Background: an optimization exercise with open tools, aiming at small area and a short achievable clock period. Do not read the settings as production practice.
No functional check of the RTL was part of this run.
Power is estimated from default activity; no workload was simulated.

### design/flow/config.mk
export PLATFORM = sky130hd
export DESIGN_NAME = residual_block
export DESIGN_NICKNAME = residual_block
export VERILOG_FILES = /design/flow/design.v
export SDC_FILE = /design/flow/constraint.sdc
export NUM_CORES = 4
export LEC_CHECK = 0
export ABC_CLOCK_PERIOD_IN_PS = 3500
export CAP_MARGIN = 20
export CORE_MARGIN = 2
export CORE_UTILIZATION = 40
export CTS_BUF_LIST = sky130_fd_sc_hd__clkbuf_4 sky130_fd_sc_hd__clkbuf_8
export SLEW_MARGIN = 20
### design/flow/constraint.sdc
create_clock -name core_clock -period 10.0 [get_ports {clk}]
set_input_delay 2.0000 -clock core_clock [delete_from_list [all_inputs] [get_ports {clk}]]
set_output_delay 2.0000 -clock core_clock [all_outputs]
set_load 0.01 [all_outputs]
### design/flow/design.v
`timescale 1ns / 1ps
module residual_block (
    input clk,
    input rst,
    input start,
    output reg done,
    input  signed [127:0] input_tensor,
    input  [7:0]  conv1_weights_flat,
    input  [7:0]  conv1_bias_flat,
    input  [31:0] conv2_weights_flat,
    input  [7:0]  conv2_bias_flat,
    input  [7:0]  conv3_weights_flat,
    input  [7:0]  conv3_bias_flat,
    input  [7:0]  conv_shortcut_weights_flat,
    input  [7:0]  conv_shortcut_bias_flat,
    output reg signed [71:0] output_tensor
);
    reg [3:0] cnt;
    always @(posedge clk or posedge rst) begin
        if (rst) begin
            cnt  <= 4'd0;
            done <= 1'b0;
        end else if (!start) begin
            cnt  <= 4'd0;
            done <= 1'b0;
        end else begin
            if (cnt != 4'd11) cnt <= cnt + 4'd1;
            if (cnt == 4'd11) done <= 1'b1;
        end
    end
    wire [3:0] cnt_n = !start ? 4'd0 : (cnt != 4'd11) ? cnt + 4'd1 : cnt;
    reg [1:0] ohn, own;
    always @(*) begin
        case (cnt_n)
            4'd0: begin ohn = 2'd0; own = 2'd0; end
            4'd1: begin ohn = 2'd0; own = 2'd1; end
            4'd2: begin ohn = 2'd0; own = 2'd2; end
            4'd3: begin ohn = 2'd1; own = 2'd0; end
            4'd4: begin ohn = 2'd1; own = 2'd1; end
            4'd5: begin ohn = 2'd1; own = 2'd2; end
            4'd6: begin ohn = 2'd2; own = 2'd0; end
            4'd7: begin ohn = 2'd2; own = 2'd1; end
            default: begin ohn = 2'd2; own = 2'd2; end
        endcase
    end
    reg hr0, hr1, hc0, hc1, ohp, owp;
    always @(posedge clk) begin
        hr0 <= ohn != 2'd0;
        hr1 <= ohn == 2'd2;
        hc0 <= own != 2'd0;
        hc1 <= own == 2'd2;
        ohp <= ohn[0];
        owp <= own[0];
    end
    reg [7:0] X0, X1, X2, X3, WR0, WR1, WR2, WR3, XS;
    always @(posedge clk) begin
        X0  <= input_tensor[{hr0, 1'b0, hc0, 1'b0}*8 +: 8];
        X1  <= input_tensor[{hr0, 1'b0, hc1, 1'b1}*8 +: 8];
        X2  <= input_tensor[{hr1, 1'b1, hc0, 1'b0}*8 +: 8];
        X3  <= input_tensor[{hr1, 1'b1, hc1, 1'b1}*8 +: 8];
        WR0 <= conv2_weights_flat[{ohp, owp}*8 +: 8];
        WR1 <= conv2_weights_flat[{ohp, ~owp}*8 +: 8];
        WR2 <= conv2_weights_flat[{~ohp, owp}*8 +: 8];
        WR3 <= conv2_weights_flat[{~ohp, ~owp}*8 +: 8];
        XS  <= input_tensor[cnt*8 +: 8];
    end
    reg [7:0] w1r, w3r, b1r, b2r, b3r, wsr;
    always @(posedge clk) begin
        w1r <= conv1_weights_flat;
        w3r <= conv3_weights_flat;
        b1r <= conv1_bias_flat;
        b2r <= conv2_bias_flat;
        b3r <= conv3_bias_flat;
        wsr <= conv_shortcut_weights_flat;
    end
    reg [7:0] Wr, Zr, Yr, swr, Cp;
    wire p1 = w1r[0] & w3r[0];
    wire p2 = w1r[0] & w3r[1];
    wire p3 = w1r[0] & w3r[2];
    wire p4 = w1r[0] & w3r[3];
    wire p5 = w1r[0] & w3r[4];
    wire p6 = w1r[0] & w3r[5];
    wire p7 = w1r[0] & w3r[6];
    wire p8 = w1r[0] & w3r[7];
    wire p9 = w1r[1] & w3r[0];
    wire p10 = w1r[1] & w3r[1];
    wire p11 = w1r[1] & w3r[2];
    wire p12 = w1r[1] & w3r[3];
    wire p13 = w1r[1] & w3r[4];
    wire p14 = w1r[1] & w3r[5];
    wire p15 = w1r[1] & w3r[6];
    wire p16 = w1r[2] & w3r[0];
    wire p17 = w1r[2] & w3r[1];
    wire p18 = w1r[2] & w3r[2];
    wire p19 = w1r[2] & w3r[3];
    wire p20 = w1r[2] & w3r[4];
    wire p21 = w1r[2] & w3r[5];
    wire p22 = w1r[3] & w3r[0];
    wire p23 = w1r[3] & w3r[1];
    wire p24 = w1r[3] & w3r[2];
    wire p25 = w1r[3] & w3r[3];
    wire p26 = w1r[3] & w3r[4];
    wire p27 = w1r[4] & w3r[0];
    wire p28 = w1r[4] & w3r[1];
    wire p29 = w1r[4] & w3r[2];
    wire p30 = w1r[4] & w3r[3];
    wire p31 = w1r[5] & w3r[0];
    wire p32 = w1r[5] & w3r[1];
    wire p33 = w1r[5] & w3r[2];
    wire p34 = w1r[6] & w3r[0];
    wire p35 = w1r[6] & w3r[1];
    wire p36 = w1r[7] & w3r[0];
    wire n37 = p3 ^ p10 ^ p16;
    wire n38 = (p3 & p10) | (p3 & p16) | (p10 & p16);
    wire n39 = p4 ^ p11 ^ p17;
    wire n40 = (p4 & p11) | (p4 & p17) | (p11 & p17);
    wire n41 = p22 ^ n38 ^ n39;
    wire n42 = (p22 & n38) | (p22 & n39) | (n38 & n39);
    wire n43 = p5 ^ p12 ^ p18;
    wire n44 = (p5 & p12) | (p5 & p18) | (p12 & p18);
    wire n45 = p23 ^ p27 ^ n40;
    wire n46 = (p23 & p27) | (p23 & n40) | (p27 & n40);
    wire n47 = n43 ^ n45 ^ n42;
    wire n48 = (n43 & n45) | (n43 & n42) | (n45 & n42);
    wire n49 = p6 ^ p13 ^ p19;
    wire n50 = (p6 & p13) | (p6 & p19) | (p13 & p19);
    wire n51 = p24 ^ p28 ^ p31;
    wire n52 = (p24 & p28) | (p24 & p31) | (p28 & p31);
    wire n53 = n44 ^ n49 ^ n51;
    wire n54 = (n44 & n49) | (n44 & n51) | (n49 & n51);
    wire n55 = n46 ^ n53 ^ n48;
    wire n56 = (n46 & n53) | (n46 & n48) | (n53 & n48);
    wire n57 = p7 ^ p14 ^ p20;
    wire n58 = (p7 & p14) | (p7 & p20) | (p14 & p20);
    wire n59 = p25 ^ p29 ^ p32;
    wire n60 = (p25 & p29) | (p25 & p32) | (p29 & p32);
    wire n61 = p34 ^ n50 ^ n52;
    wire n62 = (p34 & n50) | (p34 & n52) | (n50 & n52);
    wire n63 = n57 ^ n59 ^ n61;
    wire n64 = (n57 & n59) | (n57 & n61) | (n59 & n61);
    wire n65 = n54 ^ n63 ^ n56;
    wire n66 = (n54 & n63) | (n54 & n56) | (n63 & n56);
    wire n67 = p8 ^ p15;
    wire n68 = p21 ^ p26;
    wire n69 = p30 ^ p33;
    wire n70 = p35 ^ p36;
    wire n71 = n67 ^ n68;
    wire n72 = n69 ^ n70;
    wire n73 = n58 ^ n60;
    wire n74 = n71 ^ n72;
    wire n75 = n73 ^ n74;
    wire n76 = n62 ^ n75;
    wire n77 = n76 ^ n64;
    wire [7:0] W_n_a = {n77, n65, n55, n47, n41, n37, p2, p1};
    wire [7:0] W_n_b = {n66, 1'b0, 1'b0, 1'b0, 1'b0, 1'b0, p9, 1'b0};
    wire [7:0] W_n = W_n_a + W_n_b;
    wire p78 = w3r[0] & b1r[0];
    wire p79 = w3r[0] & b1r[1];
    wire p80 = w3r[0] & b1r[2];
    wire p81 = w3r[0] & b1r[3];
    wire p82 = w3r[0] & b1r[4];
    wire p83 = w3r[0] & b1r[5];
    wire p84 = w3r[0] & b1r[6];
    wire p85 = w3r[0] & b1r[7];
    wire p86 = w3r[1] & b1r[0];
    wire p87 = w3r[1] & b1r[1];
    wire p88 = w3r[1] & b1r[2];
    wire p89 = w3r[1] & b1r[3];
    wire p90 = w3r[1] & b1r[4];
    wire p91 = w3r[1] & b1r[5];
    wire p92 = w3r[1] & b1r[6];
    wire p93 = w3r[2] & b1r[0];
    wire p94 = w3r[2] & b1r[1];
    wire p95 = w3r[2] & b1r[2];
    wire p96 = w3r[2] & b1r[3];
    wire p97 = w3r[2] & b1r[4];
    wire p98 = w3r[2] & b1r[5];
    wire p99 = w3r[3] & b1r[0];
    wire p100 = w3r[3] & b1r[1];
    wire p101 = w3r[3] & b1r[2];
    wire p102 = w3r[3] & b1r[3];
    wire p103 = w3r[3] & b1r[4];
    wire p104 = w3r[4] & b1r[0];
    wire p105 = w3r[4] & b1r[1];
    wire p106 = w3r[4] & b1r[2];
    wire p107 = w3r[4] & b1r[3];
    wire p108 = w3r[5] & b1r[0];
    wire p109 = w3r[5] & b1r[1];
    wire p110 = w3r[5] & b1r[2];
    wire p111 = w3r[6] & b1r[0];
    wire p112 = w3r[6] & b1r[1];
    wire p113 = w3r[7] & b1r[0];
    wire n114 = p80 ^ p87 ^ p93;
    wire n115 = (p80 & p87) | (p80 & p93) | (p87 & p93);
    wire n116 = p81 ^ p88 ^ p94;
    wire n117 = (p81 & p88) | (p81 & p94) | (p88 & p94);
    wire n118 = p99 ^ n115 ^ n116;
    wire n119 = (p99 & n115) | (p99 & n116) | (n115 & n116);
    wire n120 = p82 ^ p89 ^ p95;
    wire n121 = (p82 & p89) | (p82 & p95) | (p89 & p95);
    wire n122 = p100 ^ p104 ^ n117;
    wire n123 = (p100 & p104) | (p100 & n117) | (p104 & n117);
    wire n124 = n120 ^ n122 ^ n119;
    wire n125 = (n120 & n122) | (n120 & n119) | (n122 & n119);
    wire n126 = p83 ^ p90 ^ p96;
    wire n127 = (p83 & p90) | (p83 & p96) | (p90 & p96);
    wire n128 = p101 ^ p105 ^ p108;
    wire n129 = (p101 & p105) | (p101 & p108) | (p105 & p108);
    wire n130 = n121 ^ n126 ^ n128;
    wire n131 = (n121 & n126) | (n121 & n128) | (n126 & n128);
    wire n132 = n123 ^ n130 ^ n125;
    wire n133 = (n123 & n130) | (n123 & n125) | (n130 & n125);
    wire n134 = p84 ^ p91 ^ p97;
    wire n135 = (p84 & p91) | (p84 & p97) | (p91 & p97);
    wire n136 = p102 ^ p106 ^ p109;
    wire n137 = (p102 & p106) | (p102 & p109) | (p106 & p109);
    wire n138 = p111 ^ n127 ^ n129;
    wire n139 = (p111 & n127) | (p111 & n129) | (n127 & n129);
    wire n140 = n134 ^ n136 ^ n138;
    wire n141 = (n134 & n136) | (n134 & n138) | (n136 & n138);
    wire n142 = n131 ^ n140 ^ n133;
    wire n143 = (n131 & n140) | (n131 & n133) | (n140 & n133);
    wire n144 = p85 ^ p92;
    wire n145 = p98 ^ p103;
    wire n146 = p107 ^ p110;
    wire n147 = p112 ^ p113;
    wire n148 = n144 ^ n145;
    wire n149 = n146 ^ n147;
    wire n150 = n135 ^ n137;
    wire n151 = n148 ^ n149;
    wire n152 = n150 ^ n151;
    wire n153 = n139 ^ n152;
    wire n154 = n153 ^ n141;
    wire [7:0] Z_n_a = {n154, n142, n132, n124, n118, n114, p79, p78};
    wire [7:0] Z_n_b = {n143, 1'b0, 1'b0, 1'b0, 1'b0, 1'b0, p86, 1'b0};
    wire [7:0] Z_n = Z_n_a + Z_n_b;
    wire p155 = w3r[0] & b2r[0];
    wire p156 = w3r[0] & b2r[1];
    wire p157 = w3r[0] & b2r[2];
    wire p158 = w3r[0] & b2r[3];
    wire p159 = w3r[0] & b2r[4];
    wire p160 = w3r[0] & b2r[5];
    wire p161 = w3r[0] & b2r[6];
    wire p162 = w3r[0] & b2r[7];
    wire p163 = w3r[1] & b2r[0];
    wire p164 = w3r[1] & b2r[1];
    wire p165 = w3r[1] & b2r[2];
    wire p166 = w3r[1] & b2r[3];
    wire p167 = w3r[1] & b2r[4];
    wire p168 = w3r[1] & b2r[5];
    wire p169 = w3r[1] & b2r[6];
    wire p170 = w3r[2] & b2r[0];
    wire p171 = w3r[2] & b2r[1];
    wire p172 = w3r[2] & b2r[2];
    wire p173 = w3r[2] & b2r[3];
    wire p174 = w3r[2] & b2r[4];
    wire p175 = w3r[2] & b2r[5];
    wire p176 = w3r[3] & b2r[0];
    wire p177 = w3r[3] & b2r[1];
    wire p178 = w3r[3] & b2r[2];
    wire p179 = w3r[3] & b2r[3];
    wire p180 = w3r[3] & b2r[4];
    wire p181 = w3r[4] & b2r[0];
    wire p182 = w3r[4] & b2r[1];
    wire p183 = w3r[4] & b2r[2];
    wire p184 = w3r[4] & b2r[3];
    wire p185 = w3r[5] & b2r[0];
    wire p186 = w3r[5] & b2r[1];
    wire p187 = w3r[5] & b2r[2];
    wire p188 = w3r[6] & b2r[0];
    wire p189 = w3r[6] & b2r[1];
    wire p190 = w3r[7] & b2r[0];
    wire n191 = b3r[1] ^ p156 ^ p163;
    wire n192 = (b3r[1] & p156) | (b3r[1] & p163) | (p156 & p163);
    wire n193 = b3r[2] ^ p157 ^ p164;
    wire n194 = (b3r[2] & p157) | (b3r[2] & p164) | (p157 & p164);
    wire n195 = p170 ^ n192 ^ n193;
    wire n196 = (p170 & n192) | (p170 & n193) | (n192 & n193);
    wire n197 = b3r[3] ^ p158 ^ p165;
    wire n198 = (b3r[3] & p158) | (b3r[3] & p165) | (p158 & p165);
    wire n199 = p171 ^ p176 ^ n194;
    wire n200 = (p171 & p176) | (p171 & n194) | (p176 & n194);
    wire n201 = n197 ^ n199 ^ n196;
    wire n202 = (n197 & n199) | (n197 & n196) | (n199 & n196);
    wire n203 = b3r[4] ^ p159 ^ p166;
    wire n204 = (b3r[4] & p159) | (b3r[4] & p166) | (p159 & p166);
    wire n205 = p172 ^ p177 ^ p181;
    wire n206 = (p172 & p177) | (p172 & p181) | (p177 & p181);
    wire n207 = n198 ^ n203 ^ n205;
    wire n208 = (n198 & n203) | (n198 & n205) | (n203 & n205);
    wire n209 = n200 ^ n207 ^ n202;
    wire n210 = (n200 & n207) | (n200 & n202) | (n207 & n202);
    wire n211 = b3r[5] ^ p160 ^ p167;
    wire n212 = (b3r[5] & p160) | (b3r[5] & p167) | (p160 & p167);
    wire n213 = p173 ^ p178 ^ p182;
    wire n214 = (p173 & p178) | (p173 & p182) | (p178 & p182);
    wire n215 = p185 ^ n204 ^ n206;
    wire n216 = (p185 & n204) | (p185 & n206) | (n204 & n206);
    wire n217 = n211 ^ n213 ^ n215;
    wire n218 = (n211 & n213) | (n211 & n215) | (n213 & n215);
    wire n219 = n208 ^ n217 ^ n210;
    wire n220 = (n208 & n217) | (n208 & n210) | (n217 & n210);
    wire n221 = b3r[6] ^ p161 ^ p168;
    wire n222 = (b3r[6] & p161) | (b3r[6] & p168) | (p161 & p168);
    wire n223 = p174 ^ p179 ^ p183;
    wire n224 = (p174 & p179) | (p174 & p183) | (p179 & p183);
    wire n225 = p186 ^ p188 ^ n212;
    wire n226 = (p186 & p188) | (p186 & n212) | (p188 & n212);
    wire n227 = n214 ^ n221 ^ n223;
    wire n228 = (n214 & n221) | (n214 & n223) | (n221 & n223);
    wire n229 = n216 ^ n225 ^ n227;
    wire n230 = (n216 & n225) | (n216 & n227) | (n225 & n227);
    wire n231 = n218 ^ n229 ^ n220;
    wire n232 = (n218 & n229) | (n218 & n220) | (n229 & n220);
    wire n233 = b3r[7] ^ p162;
    wire n234 = p169 ^ p175;
    wire n235 = p180 ^ p184;
    wire n236 = p187 ^ p189;
    wire n237 = p190 ^ n233;
    wire n238 = n234 ^ n235;
    wire n239 = n236 ^ n222;
    wire n240 = n224 ^ n237;
    wire n241 = n238 ^ n239;
    wire n242 = n240 ^ n226;
    wire n243 = n241 ^ n228;
    wire n244 = n242 ^ n243;
    wire n245 = n244 ^ n230;
    wire [7:0] Y_n_a = {n245, n231, n219, n209, n201, n195, n191, b3r[0]};
    wire [7:0] Y_n_b = {n232, 1'b0, 1'b0, 1'b0, 1'b0, 1'b0, 1'b0, p155};
    wire [7:0] Y_n = Y_n_a + Y_n_b;
    wire [7:0] sw_n = WR0 + WR1 + WR2 + WR3;
    always @(posedge clk) begin Wr <= W_n; Zr <= Z_n; Yr <= Y_n; swr <= sw_n; end
    wire p246 = Zr[0] & swr[0];
    wire p247 = Zr[0] & swr[1];
    wire p248 = Zr[0] & swr[2];
    wire p249 = Zr[0] & swr[3];
    wire p250 = Zr[0] & swr[4];
    wire p251 = Zr[0] & swr[5];
    wire p252 = Zr[0] & swr[6];
    wire p253 = Zr[0] & swr[7];
    wire p254 = Zr[1] & swr[0];
    wire p255 = Zr[1] & swr[1];
    wire p256 = Zr[1] & swr[2];
    wire p257 = Zr[1] & swr[3];
    wire p258 = Zr[1] & swr[4];
    wire p259 = Zr[1] & swr[5];
    wire p260 = Zr[1] & swr[6];
    wire p261 = Zr[2] & swr[0];
    wire p262 = Zr[2] & swr[1];
    wire p263 = Zr[2] & swr[2];
    wire p264 = Zr[2] & swr[3];
    wire p265 = Zr[2] & swr[4];
    wire p266 = Zr[2] & swr[5];
    wire p267 = Zr[3] & swr[0];
    wire p268 = Zr[3] & swr[1];
    wire p269 = Zr[3] & swr[2];
    wire p270 = Zr[3] & swr[3];
    wire p271 = Zr[3] & swr[4];
    wire p272 = Zr[4] & swr[0];
    wire p273 = Zr[4] & swr[1];
    wire p274 = Zr[4] & swr[2];
    wire p275 = Zr[4] & swr[3];
    wire p276 = Zr[5] & swr[0];
    wire p277 = Zr[5] & swr[1];
    wire p278 = Zr[5] & swr[2];
    wire p279 = Zr[6] & swr[0];
    wire p280 = Zr[6] & swr[1];
    wire p281 = Zr[7] & swr[0];
    wire n282 = Yr[1] ^ p247 ^ p254;
    wire n283 = (Yr[1] & p247) | (Yr[1] & p254) | (p247 & p254);
    wire n284 = Yr[2] ^ p248 ^ p255;
    wire n285 = (Yr[2] & p248) | (Yr[2] & p255) | (p248 & p255);
    wire n286 = p261 ^ n283 ^ n284;
    wire n287 = (p261 & n283) | (p261 & n284) | (n283 & n284);
    wire n288 = Yr[3] ^ p249 ^ p256;
    wire n289 = (Yr[3] & p249) | (Yr[3] & p256) | (p249 & p256);
    wire n290 = p262 ^ p267 ^ n285;
    wire n291 = (p262 & p267) | (p262 & n285) | (p267 & n285);
    wire n292 = n288 ^ n290 ^ n287;
    wire n293 = (n288 & n290) | (n288 & n287) | (n290 & n287);
    wire n294 = Yr[4] ^ p250 ^ p257;
    wire n295 = (Yr[4] & p250) | (Yr[4] & p257) | (p250 & p257);
    wire n296 = p263 ^ p268 ^ p272;
    wire n297 = (p263 & p268) | (p263 & p272) | (p268 & p272);
    wire n298 = n289 ^ n294 ^ n296;
    wire n299 = (n289 & n294) | (n289 & n296) | (n294 & n296);
    wire n300 = n291 ^ n298 ^ n293;
    wire n301 = (n291 & n298) | (n291 & n293) | (n298 & n293);
    wire n302 = Yr[5] ^ p251 ^ p258;
    wire n303 = (Yr[5] & p251) | (Yr[5] & p258) | (p251 & p258);
    wire n304 = p264 ^ p269 ^ p273;
    wire n305 = (p264 & p269) | (p264 & p273) | (p269 & p273);
    wire n306 = p276 ^ n295 ^ n297;
    wire n307 = (p276 & n295) | (p276 & n297) | (n295 & n297);
    wire n308 = n302 ^ n304 ^ n306;
    wire n309 = (n302 & n304) | (n302 & n306) | (n304 & n306);
    wire n310 = n299 ^ n308 ^ n301;
    wire n311 = (n299 & n308) | (n299 & n301) | (n308 & n301);
    wire n312 = Yr[6] ^ p252 ^ p259;
    wire n313 = (Yr[6] & p252) | (Yr[6] & p259) | (p252 & p259);
    wire n314 = p265 ^ p270 ^ p274;
    wire n315 = (p265 & p270) | (p265 & p274) | (p270 & p274);
    wire n316 = p277 ^ p279 ^ n303;
    wire n317 = (p277 & p279) | (p277 & n303) | (p279 & n303);
    wire n318 = n305 ^ n312 ^ n314;
    wire n319 = (n305 & n312) | (n305 & n314) | (n312 & n314);
    wire n320 = n307 ^ n316 ^ n318;
    wire n321 = (n307 & n316) | (n307 & n318) | (n316 & n318);
    wire n322 = n309 ^ n320 ^ n311;
    wire n323 = (n309 & n320) | (n309 & n311) | (n320 & n311);
    wire n324 = Yr[7] ^ p253;
    wire n325 = p260 ^ p266;
    wire n326 = p271 ^ p275;
    wire n327 = p278 ^ p280;
    wire n328 = p281 ^ n324;
    wire n329 = n325 ^ n326;
    wire n330 = n327 ^ n313;
    wire n331 = n315 ^ n328;
    wire n332 = n329 ^ n330;
    wire n333 = n331 ^ n317;
    wire n334 = n332 ^ n319;
    wire n335 = n333 ^ n334;
    wire n336 = n335 ^ n321;
    wire [7:0] C_n_a = {n336, n322, n310, n300, n292, n286, n282, Yr[0]};
    wire [7:0] C_n_b = {n323, 1'b0, 1'b0, 1'b0, 1'b0, 1'b0, 1'b0, p246};
    wire [7:0] C_n = C_n_a + C_n_b;
    always @(posedge clk) Cp <= C_n;
    wire p337 = X0[0] & WR0[0];
    wire p338 = X0[0] & WR0[1];
    wire p339 = X0[0] & WR0[2];
    wire p340 = X0[0] & WR0[3];
    wire p341 = X0[0] & WR0[4];
    wire p342 = X0[0] & WR0[5];
    wire p343 = X0[0] & WR0[6];
    wire p344 = X0[0] & WR0[7];
    wire p345 = X0[1] & WR0[0];
    wire p346 = X0[1] & WR0[1];
    wire p347 = X0[1] & WR0[2];
    wire p348 = X0[1] & WR0[3];
    wire p349 = X0[1] & WR0[4];
    wire p350 = X0[1] & WR0[5];
    wire p351 = X0[1] & WR0[6];
    wire p352 = X0[2] & WR0[0];
    wire p353 = X0[2] & WR0[1];
    wire p354 = X0[2] & WR0[2];
    wire p355 = X0[2] & WR0[3];
    wire p356 = X0[2] & WR0[4];
    wire p357 = X0[2] & WR0[5];
    wire p358 = X0[3] & WR0[0];
    wire p359 = X0[3] & WR0[1];
    wire p360 = X0[3] & WR0[2];
    wire p361 = X0[3] & WR0[3];
    wire p362 = X0[3] & WR0[4];
    wire p363 = X0[4] & WR0[0];
    wire p364 = X0[4] & WR0[1];
    wire p365 = X0[4] & WR0[2];
    wire p366 = X0[4] & WR0[3];
    wire p367 = X0[5] & WR0[0];
    wire p368 = X0[5] & WR0[1];
    wire p369 = X0[5] & WR0[2];
    wire p370 = X0[6] & WR0[0];
    wire p371 = X0[6] & WR0[1];
    wire p372 = X0[7] & WR0[0];
    wire p373 = X1[0] & WR1[0];
    wire p374 = X1[0] & WR1[1];
    wire p375 = X1[0] & WR1[2];
    wire p376 = X1[0] & WR1[3];
    wire p377 = X1[0] & WR1[4];
    wire p378 = X1[0] & WR1[5];
    wire p379 = X1[0] & WR1[6];
    wire p380 = X1[0] & WR1[7];
    wire p381 = X1[1] & WR1[0];
    wire p382 = X1[1] & WR1[1];
    wire p383 = X1[1] & WR1[2];
    wire p384 = X1[1] & WR1[3];
    wire p385 = X1[1] & WR1[4];
    wire p386 = X1[1] & WR1[5];
    wire p387 = X1[1] & WR1[6];
    wire p388 = X1[2] & WR1[0];
    wire p389 = X1[2] & WR1[1];
    wire p390 = X1[2] & WR1[2];
    wire p391 = X1[2] & WR1[3];
    wire p392 = X1[2] & WR1[4];
    wire p393 = X1[2] & WR1[5];
    wire p394 = X1[3] & WR1[0];
    wire p395 = X1[3] & WR1[1];
    wire p396 = X1[3] & WR1[2];
    wire p397 = X1[3] & WR1[3];
    wire p398 = X1[3] & WR1[4];
    wire p399 = X1[4] & WR1[0];
    wire p400 = X1[4] & WR1[1];
    wire p401 = X1[4] & WR1[2];
    wire p402 = X1[4] & WR1[3];
    wire p403 = X1[5] & WR1[0];
    wire p404 = X1[5] & WR1[1];
    wire p405 = X1[5] & WR1[2];
    wire p406 = X1[6] & WR1[0];
    wire p407 = X1[6] & WR1[1];
    wire p408 = X1[7] & WR1[0];
    wire p409 = X2[0] & WR2[0];
    wire p410 = X2[0] & WR2[1];
    wire p411 = X2[0] & WR2[2];
    wire p412 = X2[0] & WR2[3];
    wire p413 = X2[0] & WR2[4];
    wire p414 = X2[0] & WR2[5];
    wire p415 = X2[0] & WR2[6];
    wire p416 = X2[0] & WR2[7];
    wire p417 = X2[1] & WR2[0];
    wire p418 = X2[1] & WR2[1];
    wire p419 = X2[1] & WR2[2];
    wire p420 = X2[1] & WR2[3];
    wire p421 = X2[1] & WR2[4];
    wire p422 = X2[1] & WR2[5];
    wire p423 = X2[1] & WR2[6];
    wire p424 = X2[2] & WR2[0];
    wire p425 = X2[2] & WR2[1];
    wire p426 = X2[2] & WR2[2];
    wire p427 = X2[2] & WR2[3];
    wire p428 = X2[2] & WR2[4];
    wire p429 = X2[2] & WR2[5];
    wire p430 = X2[3] & WR2[0];
    wire p431 = X2[3] & WR2[1];
    wire p432 = X2[3] & WR2[2];
    wire p433 = X2[3] & WR2[3];
    wire p434 = X2[3] & WR2[4];
    wire p435 = X2[4] & WR2[0];
    wire p436 = X2[4] & WR2[1];
    wire p437 = X2[4] & WR2[2];
    wire p438 = X2[4] & WR2[3];
    wire p439 = X2[5] & WR2[0];
    wire p440 = X2[5] & WR2[1];
    wire p441 = X2[5] & WR2[2];
    wire p442 = X2[6] & WR2[0];
    wire p443 = X2[6] & WR2[1];
    wire p444 = X2[7] & WR2[0];
    wire p445 = X3[0] & WR3[0];
    wire p446 = X3[0] & WR3[1];
    wire p447 = X3[0] & WR3[2];
    wire p448 = X3[0] & WR3[3];
    wire p449 = X3[0] & WR3[4];
    wire p450 = X3[0] & WR3[5];
    wire p451 = X3[0] & WR3[6];
    wire p452 = X3[0] & WR3[7];
    wire p453 = X3[1] & WR3[0];
    wire p454 = X3[1] & WR3[1];
    wire p455 = X3[1] & WR3[2];
    wire p456 = X3[1] & WR3[3];
    wire p457 = X3[1] & WR3[4];
    wire p458 = X3[1] & WR3[5];
    wire p459 = X3[1] & WR3[6];
    wire p460 = X3[2] & WR3[0];
    wire p461 = X3[2] & WR3[1];
    wire p462 = X3[2] & WR3[2];
    wire p463 = X3[2] & WR3[3];
    wire p464 = X3[2] & WR3[4];
    wire p465 = X3[2] & WR3[5];
    wire p466 = X3[3] & WR3[0];
    wire p467 = X3[3] & WR3[1];
    wire p468 = X3[3] & WR3[2];
    wire p469 = X3[3] & WR3[3];
    wire p470 = X3[3] & WR3[4];
    wire p471 = X3[4] & WR3[0];
    wire p472 = X3[4] & WR3[1];
    wire p473 = X3[4] & WR3[2];
    wire p474 = X3[4] & WR3[3];
    wire p475 = X3[5] & WR3[0];
    wire p476 = X3[5] & WR3[1];
    wire p477 = X3[5] & WR3[2];
    wire p478 = X3[6] & WR3[0];
    wire p479 = X3[6] & WR3[1];
    wire p480 = X3[7] & WR3[0];
    wire n481 = p337 ^ p373 ^ p409;
    wire n482 = (p337 & p373) | (p337 & p409) | (p373 & p409);
    wire n483 = p338 ^ p345 ^ p374;
    wire n484 = (p338 & p345) | (p338 & p374) | (p345 & p374);
    wire n485 = p381 ^ p410 ^ p417;
    wire n486 = (p381 & p410) | (p381 & p417) | (p410 & p417);
    wire n487 = p446 ^ p453 ^ n482;
    wire n488 = (p446 & p453) | (p446 & n482) | (p453 & n482);
    wire n489 = n483 ^ n485 ^ n487;
    wire n490 = (n483 & n485) | (n483 & n487) | (n485 & n487);
    wire n491 = p339 ^ p346 ^ p352;
    wire n492 = (p339 & p346) | (p339 & p352) | (p346 & p352);
    wire n493 = p375 ^ p382 ^ p388;
    wire n494 = (p375 & p382) | (p375 & p388) | (p382 & p388);
    wire n495 = p411 ^ p418 ^ p424;
    wire n496 = (p411 & p418) | (p411 & p424) | (p418 & p424);
    wire n497 = p447 ^ p454 ^ p460;
    wire n498 = (p447 & p454) | (p447 & p460) | (p454 & p460);
    wire n499 = n484 ^ n486 ^ n491;
    wire n500 = (n484 & n486) | (n484 & n491) | (n486 & n491);
    wire n501 = n493 ^ n495 ^ n497;
    wire n502 = (n493 & n495) | (n493 & n497) | (n495 & n497);
    wire n503 = n488 ^ n499 ^ n501;
    wire n504 = (n488 & n499) | (n488 & n501) | (n499 & n501);
    wire n505 = p340 ^ p347 ^ p353;
    wire n506 = (p340 & p347) | (p340 & p353) | (p347 & p353);
    wire n507 = p358 ^ p376 ^ p383;
    wire n508 = (p358 & p376) | (p358 & p383) | (p376 & p383);
    wire n509 = p389 ^ p394 ^ p412;
    wire n510 = (p389 & p394) | (p389 & p412) | (p394 & p412);
    wire n511 = p419 ^ p425 ^ p430;
    wire n512 = (p419 & p425) | (p419 & p430) | (p425 & p430);
    wire n513 = p448 ^ p455 ^ p461;
    wire n514 = (p448 & p455) | (p448 & p461) | (p455 & p461);
    wire n515 = p466 ^ n492 ^ n494;
    wire n516 = (p466 & n492) | (p466 & n494) | (n492 & n494);
    wire n517 = n496 ^ n498 ^ n505;
    wire n518 = (n496 & n498) | (n496 & n505) | (n498 & n505);
    wire n519 = n507 ^ n509 ^ n511;
    wire n520 = (n507 & n509) | (n507 & n511) | (n509 & n511);
    wire n521 = n513 ^ n500 ^ n502;
    wire n522 = (n513 & n500) | (n513 & n502) | (n500 & n502);
    wire n523 = n515 ^ n517 ^ n519;
    wire n524 = (n515 & n517) | (n515 & n519) | (n517 & n519);
    wire n525 = n504 ^ n521 ^ n523;
    wire n526 = (n504 & n521) | (n504 & n523) | (n521 & n523);
    wire n527 = p341 ^ p348 ^ p354;
    wire n528 = (p341 & p348) | (p341 & p354) | (p348 & p354);
    wire n529 = p359 ^ p363 ^ p377;
    wire n530 = (p359 & p363) | (p359 & p377) | (p363 & p377);
    wire n531 = p384 ^ p390 ^ p395;
    wire n532 = (p384 & p390) | (p384 & p395) | (p390 & p395);
    wire n533 = p399 ^ p413 ^ p420;
    wire n534 = (p399 & p413) | (p399 & p420) | (p413 & p420);
    wire n535 = p426 ^ p431 ^ p435;
    wire n536 = (p426 & p431) | (p426 & p435) | (p431 & p435);
    wire n537 = p449 ^ p456 ^ p462;
    wire n538 = (p449 & p456) | (p449 & p462) | (p456 & p462);
    wire n539 = p467 ^ p471 ^ n506;
    wire n540 = (p467 & p471) | (p467 & n506) | (p471 & n506);
    wire n541 = n508 ^ n510 ^ n512;
    wire n542 = (n508 & n510) | (n508 & n512) | (n510 & n512);
    wire n543 = n514 ^ n527 ^ n529;
    wire n544 = (n514 & n527) | (n514 & n529) | (n527 & n529);
    wire n545 = n531 ^ n533 ^ n535;
    wire n546 = (n531 & n533) | (n531 & n535) | (n533 & n535);
    wire n547 = n537 ^ n516 ^ n518;
    wire n548 = (n537 & n516) | (n537 & n518) | (n516 & n518);
    wire n549 = n520 ^ n539 ^ n541;
    wire n550 = (n520 & n539) | (n520 & n541) | (n539 & n541);
    wire n551 = n543 ^ n545 ^ n522;
    wire n552 = (n543 & n545) | (n543 & n522) | (n545 & n522);
    wire n553 = n524 ^ n547 ^ n549;
    wire n554 = (n524 & n547) | (n524 & n549) | (n547 & n549);
    wire n555 = n551 ^ n526 ^ n553;
    wire n556 = (n551 & n526) | (n551 & n553) | (n526 & n553);
    wire n557 = p342 ^ p349 ^ p355;
    wire n558 = (p342 & p349) | (p342 & p355) | (p349 & p355);
    wire n559 = p360 ^ p364 ^ p367;
    wire n560 = (p360 & p364) | (p360 & p367) | (p364 & p367);
    wire n561 = p378 ^ p385 ^ p391;
    wire n562 = (p378 & p385) | (p378 & p391) | (p385 & p391);
    wire n563 = p396 ^ p400 ^ p403;
    wire n564 = (p396 & p400) | (p396 & p403) | (p400 & p403);
    wire n565 = p414 ^ p421 ^ p427;
    wire n566 = (p414 & p421) | (p414 & p427) | (p421 & p427);
    wire n567 = p432 ^ p436 ^ p439;
    wire n568 = (p432 & p436) | (p432 & p439) | (p436 & p439);
    wire n569 = p450 ^ p457 ^ p463;
    wire n570 = (p450 & p457) | (p450 & p463) | (p457 & p463);
    wire n571 = p468 ^ p472 ^ p475;
    wire n572 = (p468 & p472) | (p468 & p475) | (p472 & p475);
    wire n573 = n528 ^ n530 ^ n532;
    wire n574 = (n528 & n530) | (n528 & n532) | (n530 & n532);
    wire n575 = n534 ^ n536 ^ n538;
    wire n576 = (n534 & n536) | (n534 & n538) | (n536 & n538);
    wire n577 = n557 ^ n559 ^ n561;
    wire n578 = (n557 & n559) | (n557 & n561) | (n559 & n561);
    wire n579 = n563 ^ n565 ^ n567;
    wire n580 = (n563 & n565) | (n563 & n567) | (n565 & n567);
    wire n581 = n569 ^ n571 ^ n540;
    wire n582 = (n569 & n571) | (n569 & n540) | (n571 & n540);
    wire n583 = n542 ^ n544 ^ n546;
    wire n584 = (n542 & n544) | (n542 & n546) | (n544 & n546);
    wire n585 = n573 ^ n575 ^ n577;
    wire n586 = (n573 & n575) | (n573 & n577) | (n575 & n577);
    wire n587 = n579 ^ n548 ^ n550;
    wire n588 = (n579 & n548) | (n579 & n550) | (n548 & n550);
    wire n589 = n581 ^ n583 ^ n585;
    wire n590 = (n581 & n583) | (n581 & n585) | (n583 & n585);
    wire n591 = n552 ^ n554 ^ n587;
    wire n592 = (n552 & n554) | (n552 & n587) | (n554 & n587);
    wire n593 = n589 ^ n556;
    wire n594 = n589 & n556;
    wire n595 = p343 ^ p350 ^ p356;
    wire n596 = (p343 & p350) | (p343 & p356) | (p350 & p356);
    wire n597 = p361 ^ p365 ^ p368;
    wire n598 = (p361 & p365) | (p361 & p368) | (p365 & p368);
    wire n599 = p370 ^ p379 ^ p386;
    wire n600 = (p370 & p379) | (p370 & p386) | (p379 & p386);
    wire n601 = p392 ^ p397 ^ p401;
    wire n602 = (p392 & p397) | (p392 & p401) | (p397 & p401);
    wire n603 = p404 ^ p406 ^ p415;
    wire n604 = (p404 & p406) | (p404 & p415) | (p406 & p415);
    wire n605 = p422 ^ p428 ^ p433;
    wire n606 = (p422 & p428) | (p422 & p433) | (p428 & p433);
    wire n607 = p437 ^ p440 ^ p442;
    wire n608 = (p437 & p440) | (p437 & p442) | (p440 & p442);
    wire n609 = p451 ^ p458 ^ p464;
    wire n610 = (p451 & p458) | (p451 & p464) | (p458 & p464);
    wire n611 = p469 ^ p473 ^ p476;
    wire n612 = (p469 & p473) | (p469 & p476) | (p473 & p476);
    wire n613 = p478 ^ n558 ^ n560;
    wire n614 = (p478 & n558) | (p478 & n560) | (n558 & n560);
    wire n615 = n562 ^ n564 ^ n566;
    wire n616 = (n562 & n564) | (n562 & n566) | (n564 & n566);
    wire n617 = n568 ^ n570 ^ n572;
    wire n618 = (n568 & n570) | (n568 & n572) | (n570 & n572);
    wire n619 = n595 ^ n597 ^ n599;
    wire n620 = (n595 & n597) | (n595 & n599) | (n597 & n599);
    wire n621 = n601 ^ n603 ^ n605;
    wire n622 = (n601 & n603) | (n601 & n605) | (n603 & n605);
    wire n623 = n607 ^ n609 ^ n611;
    wire n624 = (n607 & n609) | (n607 & n611) | (n609 & n611);
    wire n625 = n574 ^ n576 ^ n578;
    wire n626 = (n574 & n576) | (n574 & n578) | (n576 & n578);
    wire n627 = n580 ^ n613 ^ n615;
    wire n628 = (n580 & n613) | (n580 & n615) | (n613 & n615);
    wire n629 = n617 ^ n619 ^ n621;
    wire n630 = (n617 & n619) | (n617 & n621) | (n619 & n621);
    wire n631 = n623 ^ n582 ^ n584;
    wire n632 = (n623 & n582) | (n623 & n584) | (n582 & n584);
    wire n633 = n586 ^ n625 ^ n627;
    wire n634 = (n586 & n625) | (n586 & n627) | (n625 & n627);
    wire n635 = n629 ^ n588 ^ n631;
    wire n636 = (n629 & n588) | (n629 & n631) | (n588 & n631);
    wire n637 = n590 ^ n633 ^ n592;
    wire n638 = (n590 & n633) | (n590 & n592) | (n633 & n592);
    wire n639 = p344 ^ p351;
    wire n640 = p357 ^ p362;
    wire n641 = p366 ^ p369;
    wire n642 = p371 ^ p372;
    wire n643 = p380 ^ p387;
    wire n644 = p393 ^ p398;
    wire n645 = p402 ^ p405;
    wire n646 = p407 ^ p408;
    wire n647 = p416 ^ p423;
    wire n648 = p429 ^ p434;
    wire n649 = p438 ^ p441;
    wire n650 = p443 ^ p444;
    wire n651 = p452 ^ p459;
    wire n652 = p465 ^ p470;
    wire n653 = p474 ^ p477;
    wire n654 = p479 ^ p480;
    wire n655 = n639 ^ n640;
    wire n656 = n641 ^ n642;
    wire n657 = n643 ^ n644;
    wire n658 = n645 ^ n646;
    wire n659 = n647 ^ n648;
    wire n660 = n649 ^ n650;
    wire n661 = n651 ^ n652;
    wire n662 = n653 ^ n654;
    wire n663 = n596 ^ n598;
    wire n664 = n600 ^ n602;
    wire n665 = n604 ^ n606;
    wire n666 = n608 ^ n610;
    wire n667 = n612 ^ n655;
    wire n668 = n656 ^ n657;
    wire n669 = n658 ^ n659;
    wire n670 = n660 ^ n661;
    wire n671 = n662 ^ n663;
    wire n672 = n664 ^ n665;
    wire n673 = n666 ^ n667;
    wire n674 = n668 ^ n669;
    wire n675 = n670 ^ n614;
    wire n676 = n616 ^ n618;
    wire n677 = n671 ^ n672;
    wire n678 = n673 ^ n674;
    wire n679 = n620 ^ n622;
    wire n680 = n624 ^ n675;
    wire n681 = n676 ^ n677;
    wire n682 = n678 ^ n679;
    wire n683 = n680 ^ n681;
    wire n684 = n626 ^ n628;
    wire n685 = n682 ^ n630;
    wire n686 = n683 ^ n684;
    wire n687 = n685 ^ n632;
    wire n688 = n686 ^ n634;
    wire n689 = n687 ^ n688;
    wire n690 = n636 ^ n689;
    reg [13:0] S2;
    always @(posedge clk) S2 <= {n638, n690, n637, n594, n635, n593, n591, n555, n525, n503, n490, n489, n481, p445};
    reg [7:0] U2;
    wire p691 = wsr[0] & XS[0];
    wire p692 = wsr[0] & XS[1];
    wire p693 = wsr[0] & XS[2];
    wire p694 = wsr[0] & XS[3];
    wire p695 = wsr[0] & XS[4];
    wire p696 = wsr[0] & XS[5];
    wire p697 = wsr[0] & XS[6];
    wire p698 = wsr[0] & XS[7];
    wire p699 = wsr[1] & XS[0];
    wire p700 = wsr[1] & XS[1];
    wire p701 = wsr[1] & XS[2];
    wire p702 = wsr[1] & XS[3];
    wire p703 = wsr[1] & XS[4];
    wire p704 = wsr[1] & XS[5];
    wire p705 = wsr[1] & XS[6];
    wire p706 = wsr[2] & XS[0];
    wire p707 = wsr[2] & XS[1];
    wire p708 = wsr[2] & XS[2];
    wire p709 = wsr[2] & XS[3];
    wire p710 = wsr[2] & XS[4];
    wire p711 = wsr[2] & XS[5];
    wire p712 = wsr[3] & XS[0];
    wire p713 = wsr[3] & XS[1];
    wire p714 = wsr[3] & XS[2];
    wire p715 = wsr[3] & XS[3];
    wire p716 = wsr[3] & XS[4];
    wire p717 = wsr[4] & XS[0];
    wire p718 = wsr[4] & XS[1];
    wire p719 = wsr[4] & XS[2];
    wire p720 = wsr[4] & XS[3];
    wire p721 = wsr[5] & XS[0];
    wire p722 = wsr[5] & XS[1];
    wire p723 = wsr[5] & XS[2];
    wire p724 = wsr[6] & XS[0];
    wire p725 = wsr[6] & XS[1];
    wire p726 = wsr[7] & XS[0];
    wire n727 = p693 ^ p700 ^ p706;
    wire n728 = (p693 & p700) | (p693 & p706) | (p700 & p706);
    wire n729 = p694 ^ p701 ^ p707;
    wire n730 = (p694 & p701) | (p694 & p707) | (p701 & p707);
    wire n731 = p712 ^ n728 ^ n729;
    wire n732 = (p712 & n728) | (p712 & n729) | (n728 & n729);
    wire n733 = p695 ^ p702 ^ p708;
    wire n734 = (p695 & p702) | (p695 & p708) | (p702 & p708);
    wire n735 = p713 ^ p717 ^ n730;
    wire n736 = (p713 & p717) | (p713 & n730) | (p717 & n730);
    wire n737 = n733 ^ n732 ^ n735;
    wire n738 = (n733 & n732) | (n733 & n735) | (n732 & n735);
    wire n739 = p696 ^ p703 ^ p709;
    wire n740 = (p696 & p703) | (p696 & p709) | (p703 & p709);
    wire n741 = p714 ^ p718 ^ p721;
    wire n742 = (p714 & p718) | (p714 & p721) | (p718 & p721);
    wire n743 = n734 ^ n739 ^ n741;
    wire n744 = (n734 & n739) | (n734 & n741) | (n739 & n741);
    wire n745 = n736 ^ n743 ^ n738;
    wire n746 = (n736 & n743) | (n736 & n738) | (n743 & n738);
    wire n747 = p697 ^ p704 ^ p710;
    wire n748 = (p697 & p704) | (p697 & p710) | (p704 & p710);
    wire n749 = p715 ^ p719 ^ p722;
    wire n750 = (p715 & p719) | (p715 & p722) | (p719 & p722);
    wire n751 = p724 ^ n740 ^ n742;
    wire n752 = (p724 & n740) | (p724 & n742) | (n740 & n742);
    wire n753 = n747 ^ n749 ^ n744;
    wire n754 = (n747 & n749) | (n747 & n744) | (n749 & n744);
    wire n755 = n751 ^ n753 ^ n746;
    wire n756 = (n751 & n753) | (n751 & n746) | (n753 & n746);
    wire n757 = p698 ^ p705;
    wire n758 = p711 ^ p716;
    wire n759 = p720 ^ p723;
    wire n760 = p725 ^ p726;
    wire n761 = n757 ^ n758;
    wire n762 = n759 ^ n760;
    wire n763 = n748 ^ n750;
    wire n764 = n761 ^ n762;
    wire n765 = n763 ^ n764;
    wire n766 = n752 ^ n765;
    wire n767 = n766 ^ n754;
    wire [7:0] U_n_a = {n767, n755, n745, n737, n731, n727, p692, p691};
    wire [7:0] U_n_b = {n756, 1'b0, 1'b0, 1'b0, 1'b0, 1'b0, p699, 1'b0};
    wire [7:0] U_n = U_n_a + U_n_b;
    always @(posedge clk) U2 <= U_n;
    wire n768 = S2[9] ^ S2[10] ^ S2[11];
    wire n769 = (S2[9] & S2[10]) | (S2[9] & S2[11]) | (S2[10] & S2[11]);
    wire n770 = S2[12] ^ S2[13];
    wire [7:0] S3_a = {n770, n768, S2[7], S2[6], S2[5], S2[3], S2[2], S2[0]};
    wire [7:0] S3_b = {n769, 1'b0, S2[8], 1'b0, 1'b0, S2[4], 1'b0, S2[1]};
    wire [7:0] S = S3_a + S3_b;
    wire p771 = Wr[0] & S[0];
    wire p772 = Wr[0] & S[1];
    wire p773 = Wr[0] & S[2];
    wire p774 = Wr[0] & S[3];
    wire p775 = Wr[0] & S[4];
    wire p776 = Wr[0] & S[5];
    wire p777 = Wr[0] & S[6];
    wire p778 = Wr[0] & S[7];
    wire p779 = Wr[1] & S[0];
    wire p780 = Wr[1] & S[1];
    wire p781 = Wr[1] & S[2];
    wire p782 = Wr[1] & S[3];
    wire p783 = Wr[1] & S[4];
    wire p784 = Wr[1] & S[5];
    wire p785 = Wr[1] & S[6];
    wire p786 = Wr[2] & S[0];
    wire p787 = Wr[2] & S[1];
    wire p788 = Wr[2] & S[2];
    wire p789 = Wr[2] & S[3];
    wire p790 = Wr[2] & S[4];
    wire p791 = Wr[2] & S[5];
    wire p792 = Wr[3] & S[0];
    wire p793 = Wr[3] & S[1];
    wire p794 = Wr[3] & S[2];
    wire p795 = Wr[3] & S[3];
    wire p796 = Wr[3] & S[4];
    wire p797 = Wr[4] & S[0];
    wire p798 = Wr[4] & S[1];
    wire p799 = Wr[4] & S[2];
    wire p800 = Wr[4] & S[3];
    wire p801 = Wr[5] & S[0];
    wire p802 = Wr[5] & S[1];
    wire p803 = Wr[5] & S[2];
    wire p804 = Wr[6] & S[0];
    wire p805 = Wr[6] & S[1];
    wire p806 = Wr[7] & S[0];
    wire n807 = p773 ^ p780 ^ p786;
    wire n808 = (p773 & p780) | (p773 & p786) | (p780 & p786);
    wire n809 = p774 ^ p781 ^ p787;
    wire n810 = (p774 & p781) | (p774 & p787) | (p781 & p787);
    wire n811 = p792 ^ n808 ^ n809;
    wire n812 = (p792 & n808) | (p792 & n809) | (n808 & n809);
    wire n813 = p775 ^ p782 ^ p788;
    wire n814 = (p775 & p782) | (p775 & p788) | (p782 & p788);
    wire n815 = p793 ^ p797 ^ n810;
    wire n816 = (p793 & p797) | (p793 & n810) | (p797 & n810);
    wire n817 = n813 ^ n812;
    wire n818 = n813 & n812;
    wire n819 = p776 ^ p783 ^ p789;
    wire n820 = (p776 & p783) | (p776 & p789) | (p783 & p789);
    wire n821 = p794 ^ p798 ^ p801;
    wire n822 = (p794 & p798) | (p794 & p801) | (p798 & p801);
    wire n823 = n814 ^ n819 ^ n821;
    wire n824 = (n814 & n819) | (n814 & n821) | (n819 & n821);
    wire n825 = n816 ^ n823;
    wire n826 = n816 & n823;
    wire n827 = p777 ^ p784 ^ p790;
    wire n828 = (p777 & p784) | (p777 & p790) | (p784 & p790);
    wire n829 = p795 ^ p799 ^ p802;
    wire n830 = (p795 & p799) | (p795 & p802) | (p799 & p802);
    wire n831 = p804 ^ n820 ^ n822;
    wire n832 = (p804 & n820) | (p804 & n822) | (n820 & n822);
    wire n833 = p778 ^ p785;
    wire n834 = p791 ^ p796;
    wire n835 = p800 ^ p803;
    wire n836 = p805 ^ p806;
    wire n837 = n833 ^ n834;
    wire n838 = n835 ^ n836;
    wire n839 = n828 ^ n830;
    wire n840 = n837 ^ n838;
    wire n841 = n839 ^ n840;
    reg [15:0] T3;
    always @(posedge clk) T3 <= {n841, n832, n826, n831, n824, n829, n827, n825, n818, n817, n815, n811, n807, p779, p772, p771};
    reg [7:0] U3;
    always @(posedge clk) U3 <= U2 + conv_shortcut_bias_flat;
    wire n842 = T3[1] ^ T3[2] ^ Cp[1];
    wire n843 = (T3[1] & T3[2]) | (T3[1] & Cp[1]) | (T3[2] & Cp[1]);
    wire n844 = T3[3] ^ Cp[2] ^ n843;
    wire n845 = (T3[3] & Cp[2]) | (T3[3] & n843) | (Cp[2] & n843);
    wire n846 = T3[4] ^ Cp[3] ^ n845;
    wire n847 = (T3[4] & Cp[3]) | (T3[4] & n845) | (Cp[3] & n845);
    wire n848 = T3[5] ^ T3[6] ^ Cp[4];
    wire n849 = (T3[5] & T3[6]) | (T3[5] & Cp[4]) | (T3[6] & Cp[4]);
    wire n850 = T3[7] ^ T3[8] ^ Cp[5];
    wire n851 = (T3[7] & T3[8]) | (T3[7] & Cp[5]) | (T3[8] & Cp[5]);
    wire n852 = T3[9] ^ T3[10] ^ T3[11];
    wire n853 = (T3[9] & T3[10]) | (T3[9] & T3[11]) | (T3[10] & T3[11]);
    wire n854 = T3[12] ^ T3[13] ^ Cp[6];
    wire n855 = (T3[12] & T3[13]) | (T3[12] & Cp[6]) | (T3[13] & Cp[6]);
    wire n856 = n851 ^ n852 ^ n854;
    wire n857 = (n851 & n852) | (n851 & n854) | (n852 & n854);
    wire n858 = T3[14] ^ T3[15];
    wire n859 = Cp[7] ^ n858;
    wire n860 = n853 ^ n855;
    wire n861 = n859 ^ n860;
    wire n862 = T3[0] ^ Cp[0] ^ U3[0];
    wire n863 = (T3[0] & Cp[0]) | (T3[0] & U3[0]) | (Cp[0] & U3[0]);
    wire n864 = U3[1] ^ n863 ^ n842;
    wire n865 = (U3[1] & n863) | (U3[1] & n842) | (n863 & n842);
    wire n866 = U3[2] ^ n844 ^ n865;
    wire n867 = (U3[2] & n844) | (U3[2] & n865) | (n844 & n865);
    wire n868 = U3[3] ^ n846 ^ n867;
    wire n869 = (U3[3] & n846) | (U3[3] & n867) | (n846 & n867);
    wire n870 = U3[4] ^ n848 ^ n847;
    wire n871 = (U3[4] & n848) | (U3[4] & n847) | (n848 & n847);
    wire n872 = U3[5] ^ n849 ^ n850;
    wire n873 = (U3[5] & n849) | (U3[5] & n850) | (n849 & n850);
    wire n874 = U3[6] ^ n873 ^ n856;
    wire n875 = (U3[6] & n873) | (U3[6] & n856) | (n873 & n856);
    wire n876 = U3[7] ^ n861;
    wire n877 = n857 ^ n876;
    wire [7:0] T4_a = {n861, n856, n849, n848, n846, n844, n842, T3[0]};
    wire [7:0] T4_b = {n857, 1'b0, n850, n847, 1'b0, 1'b0, 1'b0, Cp[0]};
    wire [7:0] TU4_a = {n877, n874, n872, n869, n868, n866, n864, n862};
    wire [7:0] TU4_b = {n875, 1'b0, n871, n870, 1'b0, 1'b0, 1'b0, 1'b0};
    wire [7:0] T = T4_a + T4_b;
    wire [7:0] TU = TU4_a + TU4_b;
    wire [7:0] O = T[7] ? U3 - 8'd1 : TU;
    wire [3:0] jw = cnt - 4'd3;
    integer j;
    always @(posedge clk) begin
        for (j = 0; j < 9; j = j + 1)
            if (start && !done && cnt >= 4'd3 && jw == j)
                output_tensor[j*8 +: 8] <= O;
    end
endmodule
### design/flow/run.sh
#!/bin/bash
# synth_recipe.tcl (not shown) runs the flow's synth.tcl, then flattens the netlist and writes it again
# the make line also repeats each setting of config.mk as NAME=value (left out here)
make -C /OpenROAD-flow-scripts/flow DESIGN_CONFIG=/design/flow/config.mk WORK_HOME=/design/flow/orfs CLKGATE_MAP_FILE= SYNTH_SCRIPT=/design/flow/synth_recipe.tcl finish
==> flow_results.xml <==
<?xml version="1.0" encoding="UTF-8"?>
<metrics>
  <group name="placed_design">
    <metric name="numPortBuffers" unit="">291</metric>
    <metric name="detailed_place_hpwl" unit="mm">41.0</metric>
    <metric name="detailed_place.area" unit="µm²">22500</metric>
    <metric name="gp_congestion" unit="">0.929</metric>
  </group>
  <group name="hold_path">
    <metric name="worst_hold_check_path_type" unit="">flop to flop</metric>
  </group>
  <group name="timing">
    <metric name="count_of_endpoints_failing_hold_in_the_final_timing_report" unit="">0</metric>
    <metric name="worst-slew-pin-transition" unit="ps">1050</metric>
    <metric name="slew_headroom" unit="%">30.1</metric>
    <metric name="fin_tns_setup" unit="ps">0</metric>
    <metric name="max_slew_violation_total_from_the_final_report" unit="">0</metric>
    <metric name="finalCriticalPeriod" unit="ps">4430</metric>
    <metric name="layout_worst_path_cycle_share" unit="%">44.3</metric>
    <metric name="fin_hold_ws" unit="ps">492</metric>
    <metric name="layout_skew" unit="ps">35.7</metric>
    <metric name="finalSetupViolations" unit="">0</metric>
    <metric name="maxClockFrequency" unit="GHz">0.226</metric>
    <metric name="rsz0062_at_grt" unit="">false</metric>
  </group>
  <group name="logic_synthesis">
    <metric name="leading_cell_types_by_total_area_after_synthesis" unit="">sky130_fd_sc_hd__dfxtp_1 (22%), sky130_fd_sc_hd__fa_1 (22%), sky130_fd_sc_hd__edfxtp_1 (11%), sky130_fd_sc_hd__mux4_2 (9.6%), sky130_fd_sc_hd__and2_1 (6.7%)</metric>
    <metric name="synth-seq-cells" unit="">289</metric>
    <metric name="syn_nets" unit="">2035</metric>
    <metric name="synth_warnings" unit="">1</metric>
    <metric name="syn_area" unit="µm²">18900</metric>
    <metric name="synth_common_cells" unit="">sky130_fd_sc_hd__dfxtp_1 (212), sky130_fd_sc_hd__fa_1 (208), sky130_fd_sc_hd__and2_1 (203), sky130_fd_sc_hd__inv_1 (200), sky130_fd_sc_hd__nand2_1 (172)</metric>
    <metric name="synth_cell_types" unit="">43</metric>
    <metric name="yosys.cell_count.top_type" unit="">sky130_fd_sc_hd__dfxtp_1</metric>
    <metric name="synth_top_cell_by_area" unit="">sky130_fd_sc_hd__dfxtp_1</metric>
    <metric name="ys_seq_area_share" unit="%">34.5</metric>
    <metric name="syn_inst" unit="">1563</metric>
    <metric name="synthDominantCellAreaShare" unit="%">22.4</metric>
    <metric name="synth_async_sr_flop_share" unit="%">1.73</metric>
    <metric name="synth_edf_count" unit="">72</metric>
    <metric name="synthesis.area_per_instance" unit="µm²">12.1</metric>
    <metric name="synth-main-ff-cell" unit="">sky130_fd_sc_hd__dfxtp_1</metric>
  </group>
  <group name="floorplanning">
    <metric name="rows" unit="">79</metric>
    <metric name="fp.coreArea" unit="µm²">46700</metric>
    <metric name="initial_utilization" unit="%">40.6</metric>
    <metric name="io-pin-count" unit="">292</metric>
    <metric name="dieWidth" unit="µm">222</metric>
    <metric name="fp.dieArea" unit="µm²">49100</metric>
    <metric name="die_span_in_y" unit="µm">222</metric>
  </group>
  <group name="layout">
    <metric name="largest_register" unit="">output_tensor</metric>
    <metric name="largest_register_ffs" unit="">72</metric>
    <metric name="fillcell_total" unit="">4158</metric>
    <metric name="fin_util" unit="%">50.8</metric>
    <metric name="proportion_of_layout_cells_with_a_drive_suffix_above_1" unit="%">9.66</metric>
    <metric name="finalNetCount" unit="">2349</metric>
    <metric name="top_regs" unit="">output_tensor: 72 flops, T3: 16 flops, S2: 14 flops</metric>
    <metric name="layout-area-overhead-vs-synth" unit="%">25.1</metric>
    <metric name="layout.cell_area.non_filler" unit="µm²">23700</metric>
  </group>
  <group name="routing">
    <metric name="ant_nets" unit="">0</metric>
    <metric name="drt_first_iter_violations" unit="">621</metric>
    <metric name="route.detailed.drc" unit="">0</metric>
    <metric name="vias" unit="">12400</metric>
    <metric name="wire_per_inst" unit="µm">19.8</metric>
    <metric name="postRouteWirelength" unit="mm">49.9</metric>
    <metric name="drt-vias-per-instance" unit="">4.91</metric>
    <metric name="detailedRoute.firstPassIterationCount" unit="">25</metric>
  </group>
  <group name="critical_path">
    <metric name="required" unit="ps">10500</metric>
    <metric name="worstPathMaxFanout" unit="">21</metric>
    <metric name="cp-end-kind" unit="">flop</metric>
    <metric name="critical_path_class" unit="">flop to flop</metric>
    <metric name="start_kind" unit="">flop</metric>
    <metric name="timing.critical_path.arrival" unit="ps">4940</metric>
  </group>
  <group name="pwr">
    <metric name="vdd_ir_drop_max" unit="mV">0.333</metric>
    <metric name="sw_frac_of_total" unit="%">40.6</metric>
    <metric name="power.share.sequential" unit="%">27.8</metric>
    <metric name="clockPowerShare" unit="%">15.4</metric>
    <metric name="power.leakage" unit="nW">9.52</metric>
    <metric name="netSwitchingPower" unit="mW">3.39</metric>
    <metric name="power_density" unit="nW/µm²">352</metric>
    <metric name="intPower" unit="mW">4.95</metric>
    <metric name="p_comb_share" unit="%">56.8</metric>
    <metric name="post-layout-total-power" unit="mW">8.34</metric>
  </group>
  <group name="clocking">
    <metric name="cts-hold-fix-buffers" unit="">0</metric>
    <metric name="cts_buffer_depth" unit="">3</metric>
    <metric name="root_buffer" unit="">sky130_fd_sc_hd__clkbuf_8</metric>
    <metric name="clkSlewWorstSetupHoldPaths" unit="ps">60</metric>
    <metric name="post-cts-setup-buffers" unit="">0</metric>
    <metric name="number_of_buffers_created_by_cts" unit="">49</metric>
    <metric name="cts_repair_resize_count" unit="">0</metric>
    <metric name="ctsHtreeMaxLevel" unit="">2</metric>
    <metric name="clock_sinks" unit="">289</metric>
    <metric name="worstSkewPairLatency" unit="ps">620</metric>
    <metric name="cts_tree" unit="">yes</metric>
  </group>
  <group name="outcome">
    <metric name="run_status" unit="">complete, no violations</metric>
  </group>
  <group name="grt">
    <metric name="global_route_wire_length_before_repair" unit="mm">76.8</metric>
    <metric name="track_usage" unit="%">20.7</metric>
    <metric name="largest_net_degree_at_the_start_of_global_routing" unit="">40</metric>
    <metric name="grt_antenna_before_repair" unit="">5</metric>
    <metric name="first_global_vias" unit="">13400</metric>
    <metric name="grt_overflow" unit="">0</metric>
  </group>
  <group name="flow_run">
    <metric name="maxCapViolCount" unit="">0</metric>
  </group>
</metrics>
==> routing by layer <==
layer / GRT usage (%) / vias up / share of wire (%)
met5: 0 / - / 0.026
met4: 9.20 / 2 / 4.2
met3: 4.84 / 111 / 7.7
met2: 34.1 / 501 / 47
met1: 26.1 / 6094 / 41
li1: - / 5687 / -
==> final timing paths <==
kind | start | to | slack (ps) | cells after the start
min reg2reg | U2[0]$_DFF_P_ | U3[0]$_DFF_P_ | 490 | 1
min in group asynchronous | rst | cnt[2]$_DFF_PP0_ | 1750 | 2
max reg2reg | w3r[1]$_DFF_P_ | Yr[7]$_DFF_P_ | 5570 | 13
max in group asynchronous | rst | cnt[1]$_DFF_PP0_ | 8020 | 2
max | w3r[1]$_DFF_P_ | Yr[7]$_DFF_P_ | 5570 | 13
min | U2[0]$_DFF_P_ | U3[0]$_DFF_P_ | 490 | 1
==> power by group through the flow <==
stage	clock [mW]	sequential, mW	combinational [mW]
global placement	0	2.35	4.78
finish	1.28	2.32	4.74
floorplan	0	2.20	3.69
global route	1.37	2.35	5.40
CTS	1.32	2.32	4.87
detailed placement	0	2.35	4.85
==> placed cells by master (no fill, tap or decap), drive strengths merged, types with 2 or more instances in the layout <==
cell           count
nand2            173
clkinv             8
o21ai             10
nand3b             4
nand2b             4
diode              3
nand4              4
bufinv             9
nor3               7
nand3             10
o21bai             4
mux2i              2
dfrtp              5
nor2b             14
xor2              46
nor2              14
xnor2            147
edfxtp            72
a41oi              2
mux4             104
and2             203
clkinvlp           4
nor3b              5
a21o               5
ha                45
clkdlybuf4s50    291
nand4b             2
buf                7
a21oi             16
inv              200
clkbuf            69
and3               2
dfxtp            212
a31oi              2
fa               208
==> critical path: stages (launching register included) <==
cell	delay, ps
sky130_fd_sc_hd__dfxtp_1	770
sky130_fd_sc_hd__nand2_1	160
sky130_fd_sc_hd__fa_1	430
sky130_fd_sc_hd__inv_1	90
sky130_fd_sc_hd__fa_1	410
sky130_fd_sc_hd__fa_1	430
sky130_fd_sc_hd__fa_1	460
sky130_fd_sc_hd__fa_1	440
sky130_fd_sc_hd__fa_1	390
sky130_fd_sc_hd__xor2_1	160
sky130_fd_sc_hd__xnor2_1	190
sky130_fd_sc_hd__xnor2_1	150
sky130_fd_sc_hd__xnor2_1	150
sky130_fd_sc_hd__xnor2_1	90
==> area by class of cell <==
cell class | instances | area, µm² | area share, %
multi-input combinational | 1039 | 11500 | 48.4
sequential | 289 | 6530 | 27.6
timing repair buffer | 298 | 2970 | 12.5
clock buffer | 69 | 862 | 3.64
tap | 607 | 759 | 3.21
inverter | 200 | 751 | 3.17
clock inverter | 21 | 342 | 1.44
antenna | 3 | 7.51 | 0.0317
==> stage by stage <==
step,setup WS (ps),cells
after floorplan,5750,1563
after global placement,5610,2433
after detailed placement,5490,2433
after CTS,5530,2523
after global routing,5260,2523
final,5570,2526
==> cell families after synthesis <==
| group | share of synthesized area (%) |
|---|---|
| compound gates | 1.41 |
| xor+xnor | 9.05 |
| fa+ha+maj | 25.0 |
| buf+inv | 4.94 |
| flops | 34.5 |
| mux | 13.0 |
| simple gates | 12.2 |

[static timing again, ports no longer ideal]
Ports are ideal in the flow. The routed layout listed here was re-timed in OpenROAD. Step 1 sets driving cells, clkbuf_16 on the clock port and buf_2 on the other inputs (assumed; they add their load-dependent delay and slew). Step 2 moves the port delays by t, midway between the first and last clock arrival at a register: inputs arrive t later, outputs are due t later. That takes back most of the time a late clock gives input paths. Three values: no drivers, after step 1, after step 2; two values: the first two.
t, ns: 0.652
setup WS [ns]: 5.566 / 5.566 / 5.340
hold WS [ns]: 0.492 / 0.492 / 0.492
worst register clock-pin slew, ns: 0.07 / 0.07
After both steps setup and hold are still met in this run. For this run, drivers alone change the setup slack by 0.000 ns; drivers and shift together by -0.226 ns.
